Source: an optimization exercise on an open RTL-to-GDS flow (aim: small area, a short achievable clock period and few clock cycles). Production flows keep margins and buffers that such runs may drop.
Where RTL was checked, it was by simulation tests only, not by an equivalence proof against the original.
No functional check of the RTL was part of run 1.
No activity file was given, so power comes from the tool's default toggle rates.

==> flow/design.v <==
module tpp_top (
    input         axi_aclk,
    input         axi_resetn,
    input  [63:0] tpp_reg0_in,
    input  [63:0] tpp_reg1_in,
    input  [63:0] tpp_reg2_in,
    output [63:0] tpp_reg0_out,
    output [63:0] tpp_reg1_out,
    output [63:0] tpp_reg2_out,
    output [63:0] tpp_reg3_out,
    output [63:0] tpp_reg4_out,
    output [63:0] tpp_reg5_out,
    output [63:0] tpp_reg6_out,
    output [63:0] tpp_reg7_out,
    output [255:0] m_axis_tdata,
    output [31:0]  m_axis_tstrb,
    output [127:0] m_axis_tuser,
    output         m_axis_tvalid,
    input          m_axis_tready,
    output         m_axis_tlast,
    input  [255:0] s_axis_tdata,
    input  [31:0]  s_axis_tstrb,
    input  [127:0] s_axis_tuser,
    input          s_axis_tvalid,
    output         s_axis_tready,
    input          s_axis_tlast
);
   localparam [63:0] REG3_DEFAULT = 64'd160000;
   wire acc = axi_resetn & s_axis_tvalid & m_axis_tready;
   assign s_axis_tready = m_axis_tready;
   assign m_axis_tvalid = s_axis_tvalid;
   assign m_axis_tstrb  = s_axis_tstrb;
   assign m_axis_tuser  = s_axis_tuser;
   assign m_axis_tlast  = s_axis_tlast;
   assign m_axis_tdata[255:64] = s_axis_tdata[255:64];
   reg p0, p1, p2, w3;
   reg use_ld;                  
   reg use_st;                  
   reg [2:0] lsel;              
   reg [7:0]  rsel;             
   reg [15:0] asel;             
   reg        st;               
   reg        cond;             
   reg [1:0]  isel, jsel;       
   wire [7:0] op = s_axis_tdata[7:0];
   wire op0 = op == 8'd0;
   wire op1 = op == 8'd1;
   wire op2 = op == 8'd2;
   wire op3 = op == 8'd3;
   wire op4 = op == 8'd4;
   wire op5 = op == 8'd5;
   wire [2:0] r_in = op4 ? s_axis_tdata[18:16] : s_axis_tdata[10:8];
   wire [3:0] a_in = op5 ? s_axis_tdata[19:16] : s_axis_tdata[11:8];
   always @(posedge axi_aclk) begin
      if (~axi_resetn) begin
         p0 <= 1'b1;
         p1 <= 1'b0;
         p2 <= 1'b0;
         w3 <= 1'b0;
         use_ld <= 1'b0;
         use_st <= 1'b0;
         lsel <= 3'd0;
      end else if (acc) begin
         p0 <= s_axis_tlast;
         p1 <= p0 & ~s_axis_tlast;
         p2 <= p1 & ~s_axis_tlast;
         w3 <= p2 & ~s_axis_tlast;
         use_ld <= p2 & ~s_axis_tlast & (op0 | op1);
         use_st <= p2 & ~s_axis_tlast & (op1 | (op0 & (r_in >= 3'd3)));
         lsel <= (p2 & ~s_axis_tlast & op0) ? (3'd1 << r_in) : 3'd0;
      end
   end
   always @(posedge axi_aclk) begin
      if (acc & p2) begin
         rsel <= (op2 | op4) ? (8'd1 << r_in) : 8'd0;
         asel <= (op3 | op5) ? (16'd1 << a_in) : 16'd0;
         st   <= op2 | op3 | op4 | op5;
         cond <= op4 | op5;
         isel <= s_axis_tdata[9:8];
         jsel <= (op4 | op5) ? s_axis_tdata[13:12] : 2'd0;
      end
   end
   wire [63:0] lane_i = s_axis_tdata[64*isel +: 64];
   wire [63:0] lane_j = s_axis_tdata[64*jsel +: 64];
   reg [63:0] wd;
   reg [7:0]  eqb;
   reg        do_w;
   integer b;
   always @(posedge axi_aclk) begin
      wd   <= lane_j;
      for (b = 0; b < 8; b = b + 1)
         eqb[b] <= lane_i[8*b +: 8] == lane_j[8*b +: 8];
      do_w <= acc & w3 & st;
   end
   wire       wr    = do_w & (~cond | (&eqb));
   wire [7:3] wen_r = wr ? rsel[7:3] : 5'd0;
   wire [15:0] wen_m = wr ? asel : 16'd0;
   reg [63:0] r0, r1, r2, r3, r4, r5, r6, r7;
   always @(posedge axi_aclk) begin
      r0 <= axi_resetn ? tpp_reg0_in : 64'd0;
      r1 <= axi_resetn ? tpp_reg1_in : 64'd0;
      r2 <= axi_resetn ? tpp_reg2_in : 64'd0;
   end
   wire [63:0] wd_z = wd & {64{axi_resetn}};
   wire [63:0] wd_3 = (wd & {64{axi_resetn}}) | (REG3_DEFAULT & {64{~axi_resetn}});
   always @(posedge axi_aclk) begin
      if (wen_r[3] | ~axi_resetn) r3 <= wd_3;
      if (wen_r[4] | ~axi_resetn) r4 <= wd_z;
      if (wen_r[5] | ~axi_resetn) r5 <= wd_z;
      if (wen_r[6] | ~axi_resetn) r6 <= wd_z;
      if (wen_r[7] | ~axi_resetn) r7 <= wd_z;
   end
   assign tpp_reg0_out = r0;
   assign tpp_reg1_out = r1;
   assign tpp_reg2_out = r2;
   assign tpp_reg3_out = r3;
   assign tpp_reg4_out = r4;
   assign tpp_reg5_out = r5;
   assign tpp_reg6_out = r6;
   assign tpp_reg7_out = r7;
   reg [1023:0] mem;
   integer k;
   always @(posedge axi_aclk) begin
      for (k = 0; k < 16; k = k + 1)
         if (wen_m[k]) mem[64*k +: 64] <= wd;
   end
   wire [7:0]  lr_in = op0 ? (8'd1 << r_in) : 8'd0;
   wire [15:0] la_in = op1 ? (16'd1 << a_in) : 16'd0;
   reg [63:0] ld_next, ld_data;
   always @(*) begin
      ld_next = ({64{lr_in[3]}} & r3) | ({64{lr_in[4]}} & r4) |
                ({64{lr_in[5]}} & r5) | ({64{lr_in[6]}} & r6) |
                ({64{lr_in[7]}} & r7);
      for (k = 0; k < 16; k = k + 1)
         ld_next = ld_next | ({64{la_in[k]}} & mem[64*k +: 64]);
   end
   always @(posedge axi_aclk) begin
      if (acc & p2) ld_data <= ld_next;
   end
   wire [63:0] ld_word = use_st ? ld_data :
                         (({64{lsel[0]}} & r0) | ({64{lsel[1]}} & r1) |
                          ({64{lsel[2]}} & r2));
   assign m_axis_tdata[63:0] = use_ld ? ld_word : s_axis_tdata[63:0];
endmodule
==> flow/flow/run.sh <==
#!/bin/bash
# Layout flow: the standard ORFS flow (standard.sh, unchanged synthesis,
# floorplan, power grid, placement, CTS and routing) with these changes:
#  - each pass-through input pin is placed next to the output pin it feeds
#    (flow/pins.tcl, sourced just before ORFS places the pins);
#  - the port buffers that ORFS inserts are buf_1 cells.
# The make output goes to layout.log; ORFS keeps each step's log under orfs/logs.
set -euo pipefail
here=$(pwd)
export PRE_IO_PLACEMENT_TCL=$here/flow/pins.tcl
export BUFFER_PORTS_ARGS="-buffer_cell sky130_fd_sc_hd__buf_1"
bash standard.sh > "$here/layout.log" 2>&1
==> flow/standard.sh <==
#!/bin/bash
# synth_recipe.tcl (not shown) runs the flow's synth.tcl, then flattens the netlist and writes it again
# the make line also repeats each setting of config.mk as NAME=value (left out here)
make -C /OpenROAD-flow-scripts/flow DESIGN_CONFIG=/design/flow/config.mk WORK_HOME=/design/flow/orfs CLKGATE_MAP_FILE= SYNTH_SCRIPT=/design/flow/synth_recipe.tcl "${@:-finish}"
==> flow/config.mk <==
export PLATFORM = sky130hd
export DESIGN_NAME = tpp_top
export DESIGN_NICKNAME = tpp_top
export VERILOG_FILES = /design/flow/design.v
export SDC_FILE = /design/flow/constraint.sdc
export NUM_CORES = 4
export LEC_CHECK = 0
export CAP_MARGIN = 20
export CORE_AREA = 4 4 536 536
export DIE_AREA = 0 0 540 540
export PLACE_DENSITY = 0.6
export SETUP_SLACK_MARGIN = 3.3
export SLEW_MARGIN = 20
export TNS_END_PERCENT = 20
==> flow/constraint.sdc <==
create_clock -name core_clock -period 6.0 [get_ports {axi_aclk}]
set_input_delay 1.2000 -clock core_clock [delete_from_list [all_inputs] [get_ports {axi_aclk}]]
set_output_delay 1.2000 -clock core_clock [all_outputs]
set_load 0.01 [all_outputs]
Not shown: flow/flow/pins.tcl
==> summary.txt, run 1 <==
Placement Cell Area = 77100 um^2
post-synth net total = 5028
DRC = 0
Post-Synth Adder-Cell Area = 0%
Top pwr grp = registers
sw frac = 24.6%
CP top delay family = compound AO/OA/AOI/OAI gates
Biggest register = mem
DRT met1 WL = 153000 um
register area = 48700 um^2
Worst Path Max Fanout = 5
worst path bufs/invs = 3
Design Power = 0.0276 W
status = complete, no violations
clock buffer depth = 4
clk tree area frac = 6.89%
Power Clock = 0.0119 W
LEAKAGE = 29.6 nW
largest family of logic cells by synthesized area = compound AO/OA/AOI/OAI gates
max layer used = met5
Pre-antenna DRT Iters = 9
sequential cell area share = 54.4%
Worst Slack Setup Final = 1.63 ns
worst hold stages = 2
met2 wire length = 166000 um
max FFs per register = 1024
Initial Utilization = 24.6%
Yosys top cell area share = 62.1%
Hold Buf Count CTS = 0
fill count = 27700
DP HPWL = 276000 um
GR peak layer = met2
Largest cell class = flip-flops and latches
CTS Sinks = 1709
CTS tree = built
combinational power = 0.00197 W
Setup Fix Bufs, Post-CTS = 124
Post-synth top flop = edfxtp_1
share of layout cells above drive strength 1 = 24.6%
Register-to-Register Path Depth = 6
==> run 2: changes to the inputs <==
--- a/flow/design.v
+++ b/flow/design.v
@@ -37,3 +37,3 @@
    reg use_ld;                  
-   reg use_st;                  
+   reg use_live;                
    reg [2:0] lsel;              
@@ -60,4 +60,3 @@
          use_ld <= 1'b0;
-         use_st <= 1'b0;
-         lsel <= 3'd0;
+         use_live <= 1'b0;
       end else if (acc) begin
@@ -68,4 +67,3 @@
          use_ld <= p2 & ~s_axis_tlast & (op0 | op1);
-         use_st <= p2 & ~s_axis_tlast & (op1 | (op0 & (r_in >= 3'd3)));
-         lsel <= (p2 & ~s_axis_tlast & op0) ? (3'd1 << r_in) : 3'd0;
+         use_live <= p2 & ~s_axis_tlast & op0 & (r_in < 3'd3);
       end
@@ -73,3 +71,3 @@
    always @(posedge axi_aclk) begin
-      if (acc & p2) begin
+      if (p2) begin
          rsel <= (op2 | op4) ? (8'd1 << r_in) : 8'd0;
@@ -78,2 +76,3 @@
          cond <= op4 | op5;
+         lsel <= op0 ? (3'd1 << r_in) : 3'd0;
          isel <= s_axis_tdata[9:8];
@@ -130,5 +129,6 @@
    always @(*) begin
-      ld_next = ({64{lr_in[3]}} & r3) | ({64{lr_in[4]}} & r4) |
-                ({64{lr_in[5]}} & r5) | ({64{lr_in[6]}} & r6) |
-                ({64{lr_in[7]}} & r7);
+      ld_next = ({64{lr_in[0]}} & r0) | ({64{lr_in[1]}} & r1) |
+                ({64{lr_in[2]}} & r2) | ({64{lr_in[3]}} & r3) |
+                ({64{lr_in[4]}} & r4) | ({64{lr_in[5]}} & r5) |
+                ({64{lr_in[6]}} & r6) | ({64{lr_in[7]}} & r7);
       for (k = 0; k < 16; k = k + 1)
@@ -136,9 +136,9 @@
    end
+   wire [63:0] ld_live = ({64{lsel[0]}} & r0) | ({64{lsel[1]}} & r1) |
+                         ({64{lsel[2]}} & r2);
    always @(posedge axi_aclk) begin
-      if (acc & p2) ld_data <= ld_next;
+      if (p2) ld_data <= ld_next;
+      else if (use_live) ld_data <= ld_live;
    end
-   wire [63:0] ld_word = use_st ? ld_data :
-                         (({64{lsel[0]}} & r0) | ({64{lsel[1]}} & r1) |
-                          ({64{lsel[2]}} & r2));
-   assign m_axis_tdata[63:0] = use_ld ? ld_word : s_axis_tdata[63:0];
+   assign m_axis_tdata[63:0] = use_ld ? ld_data : s_axis_tdata[63:0];
 endmodule
==> run 2 against run 1 <==
Still clean on timing, DRC and antenna. Synthesized cell count increased by 8.6%. Register-to-register slack got worse by 0.48 ns. Final cell count increased by 4.1%. Global-route usage increased by 1.0 points. Sequential power about the same. Count of clock-buffer cells in the layout increased by 39. Routed wire length increased by 4.3%. Sequential share of layout area decreased by 2.3 points. Flip-flop and latch count unchanged. Die area unchanged. Worst setup slack improved by 0.83 ns. Critical endpoint is now m_axis_tdata[18].
==> summary.txt, run 2 <==
LEAKAGE = 31.6 nW (was 29.6 nW)
post-synthesis register bit count = 1709 (unchanged)
Vias/cell = 5.51 (was 5.38)
Area Overhead vs Synth = 28.8% (was 29.0%)
nets = 6641 (was 6247)
DRC = 0 (unchanged)
most frequent cells in the layout = edfxtp_1 (1438), buf_1 (988), mux2i_1 (294) (was edfxtp_1 (1435), buf_1 (1036), and2_1 (261))
Post-synth top cells = edfxtp_1 (1438), buf_4 (384), mux2i_1 (301), dfxtp_1 (271), and2_1 (262) (was edfxtp_1 (1435), buf_4 (360), dfxtp_1 (274), and2_1 (261), a22oi_1 (202))
grt total ovfl = 0 (unchanged)
Hold Buf Count CTS = 0 (unchanged)
share of layout cells above drive strength 1 = 25.7% (was 24.6%)
Final period util = 58.9% (was 72.8%)
sw frac = 25.7% (was 24.6%)
# IOs = 1544 (unchanged)
pin count of the biggest net entering global routing = 160 (was 173)
register area share after synthesis = 67.1% (was 70.0%)
via count = 54900 (was 51400)
Initial Utilization = 25.7% (was 24.6%)
H-Tree Depth = 4 (unchanged)
Worst Path Max Fanout = 1 (was 5)
worst skew pair latency = 0.92 ns (was 0.88 ns)
Gate Count Post-Synth = 4796 (was 4415)
Clk network pwr share = 42.4% (was 43.2%)
Layout Skew = 0.0716 ns (was 0.0921 ns)
Internal = 0.0205 W (was 0.0208 W)
syn_area_per_cell = 15.1 um^2 (was 15.7 um^2)
most common cell in the netlist = edfxtp_1 (unchanged)
vias in the first global route = 50600 (was 47200)
Pwr Density = 295 nW/um^2 (was 308 nW/um^2)
post-route antenna net violation count = 0 (unchanged)
Yosys top cell area share = 59.6% (was 62.1%)
Finished Core Util = 33.1% (was 31.8%)
total CTS buffers = 188 (was 190)
Seq pwr share = 49.2% (was 49.6%)
Post-Route Setup TNS = 0 ns (unchanged)
Pre-antenna DRT Iters = 9 (unchanged)
Rows = 195 (unchanged)
drt total wl = 411000 um (was 394000 um)
DP HPWL = 290000 um (was 276000 um)
post-synth top area cell = edfxtp_1 (unchanged)
CTS root buf = clkbuf_16 (unchanged)
combinational share of power = 8.4% (was 7.2%)
initial antenna violation count = 72 (was 103)
Worst Hold Class = register to register (unchanged)
final slew viol count = 0 (unchanged)
Max Cap Viol = 0 (unchanged)
kind of critical path = register to output port (unchanged)
RD Place Congestion = 0.961 (was 0.955)
relative slew slack = 9.14% (was 12.9%)
initial DRC count = 8262 (was 8839)
CTS Sinks = 1709 (unchanged)
worst-margin pin slew = 1.33 ns (was 1.31 ns)
RSZ-0062 raised after global routing = true (unchanged)
Synth cell types = 78 (was 73)
Post-synth top flop = edfxtp_1 (unchanged)
Startpoint Class = register (unchanged)
Routed WL per cell = 41.2 um (about the same)
Tmin final = 3.54 ns (was 4.37 ns)
I/O Buffers = 1223 (unchanged)
final setup violating endpoints = 0 (unchanged)
Biggest register = mem (unchanged)
Worst EP required = 4.80 ns (about the same)
Die Y = 540 um (unchanged)
Arr. time, crit path = 2.34 ns (was 3.17 ns)
fmax = 283 MHz (was 229 MHz)
max FFs per register = 1024 (unchanged)
post-synth net total = 5409 (was 5028)
Synth async-reset ratio = 0% (unchanged)
die area = 292000 um^2 (unchanged)
Total GRT Usage = 26.4% (was 25.4%)
Yosys warnings = 1 (unchanged)
main area contributors after synthesis = edfxtp_1 (60%), dfxtp_1 (7.5%), mux2i_1 (4.2%) (was edfxtp_1 (62%), dfxtp_1 (7.9%), mux4_2 (4.2%))
final hold violations = 0 (unchanged)
clock buffer depth = 4 (unchanged)
CP endpoint kind = output port (unchanged)
CTS tree = built (unchanged)
first-pass GRT wire length = 511000 um (was 489000 um)
die width = 540 um (unchanged)
Post-synth EDFFs = 1438 (was 1435)
switching power = 0.00707 W (was 0.00679 W)
most common cell after layout, fill and taps aside = edfxtp_1 (unchanged)
Synth Cell Area = 72500 um^2 (was 69400 um^2)
core area = 282000 um^2 (unchanged)
Worst VDD drop = 0.283 mV (was 0.250 mV)
clock-pin slew on the worst setup and hold paths = 0.06 ns (about the same)
status = complete, no violations (unchanged)
==> run 2: worst paths after layout <==
kind / slack [ns] / to / start / cells past startpoint
setup reg to reg: 2.75 / mem[961] / eqb[7] / 5
hold / removal: 0.46 / do_w / w3 / 2
setup / recovery: 2.46 / m_axis_tdata[18] / ld_data[18] / 2
hold reg to reg: 0.46 / do_w / w3 / 2
==> run 2: routing by layer <==
| layer | track usage (%) | vias to the layer above | wire length, um |
|---|---|---|---|
| li1 | - | 21100 | - |
| met1 | 33.4 | 27400 | 152000 |
| met2 | 37.7 | 5235 | 167000 |
| met3 | 11.6 | 1114 | 62100 |
| met5 | 0 | - | 377 |
| met4 | 14.0 | 17 | 29500 |
==> run 2: kinds of logic after synthesis <==
kind of cell | Yosys count | share of synthesized area, %
DFF | 1709 | 67.1
AOI/OAI and AO/OA | 935 | 9.31
and+or+nand+nor | 853 | 6.80
buffers and inverters | 671 | 5.72
muxes | 564 | 10.3
xor gates and xnor gates | 64 | 0.774
==> run 2: area by class of cell <==
class | count | area, um^2
fillers | 27400 | 189000
flip-flops and latches | 1709 | 48600
multi-input cells | 2430 | 21900
repair buffers | 1688 | 11800
clock buffers | 264 | 5280
well taps | 3743 | 4680
clock inverters | 85 | 853
diodes | 31 | 77.6
inverters | 11 | 50.0
==> run 2: through the flow <==
| stage | total power, W | area (um^2) | hold slack, ns | worst slack, ns | cells |
|---|---|---|---|---|---|
| 2_1_floorplan | 0.0146 | 72600 | 0.410 | 2.45 | 4796 |
| 3_3_place_gp | 0.0158 | 79300 | 0.430 | 1.26 | 9268 |
| 3_5_place_dp | 0.0158 | 79300 | 0.438 | 1.24 | 9268 |
| 4_1_cts | 0.0275 | 91400 | 0.419 | 2.33 | 9852 |
| 5_1_grt | 0.0282 | 93200 | 0.438 | 2.42 | 9933 |
| 6_report | 0.0275 | 93300 | 0.455 | 2.46 | 9961 |
==> run 2: what timing repair did <==
action / CTS / global route
buffers inserted: 202 / 63
gates resized for setup: 908 / 419
endpoints found under the setup margin: 1184 / 1182
pin swaps: 157 / 101
cloned: 33 / 15
endpoints found under the hold margin: 0 / 0
==> run 2: worst max-delay path: stages, from the launching register on <==
cell and delay (ns):
edfxtp_1 0.92, mux2_4 0.34, buf_6 0.11
==> run 2: power by group through the flow <==
stage,combinational [W],sequential [W],clock (W)
2_1_floorplan,0.000952,0.0136,0
3_3_place_gp,0.00198,0.0138,0
3_5_place_dp,0.00198,0.0138,0
4_1_cts,0.00222,0.0135,0.0117
5_1_grt,0.00239,0.0136,0.0122
6_report,0.00231,0.0136,0.0117
Testbench counts of run 2, summed over its fixed seeds: cycles 16,624.

[static timing again, ports no longer ideal]
How much do the figures lean on ideal ports? The routed layouts below were timed once more, with nothing changed but the port constraints. Step 1: set_driving_cell puts a clkbuf_16 on axi_aclk and a buf_2 on each other input, an assumption about the parent block. Step 2 adds t to the input delays and takes it off the output delays; t is the mean of the earliest and latest rising clock arrival at the registers after step 1. Input paths then give back, and output paths get back, about the clock's delay inside the block. Slacks: no drivers / after step 1 / after step 2; pairs: no drivers / after step 1.
run | t, ns | setup slack, ns | slew at the worst register clock pin (ns)
run 1 | 0.937 | 1.632 / 1.526 / 2.029 | 0.07 / 0.07
run 2 | 0.984 | 2.464 / 2.333 / 1.856 | 0.07 / 0.07
After both steps every run listed still meets setup and hold. The setup slack of run 2, which loses most, moves by -0.131 ns with the drivers and by -0.608 ns with both steps.
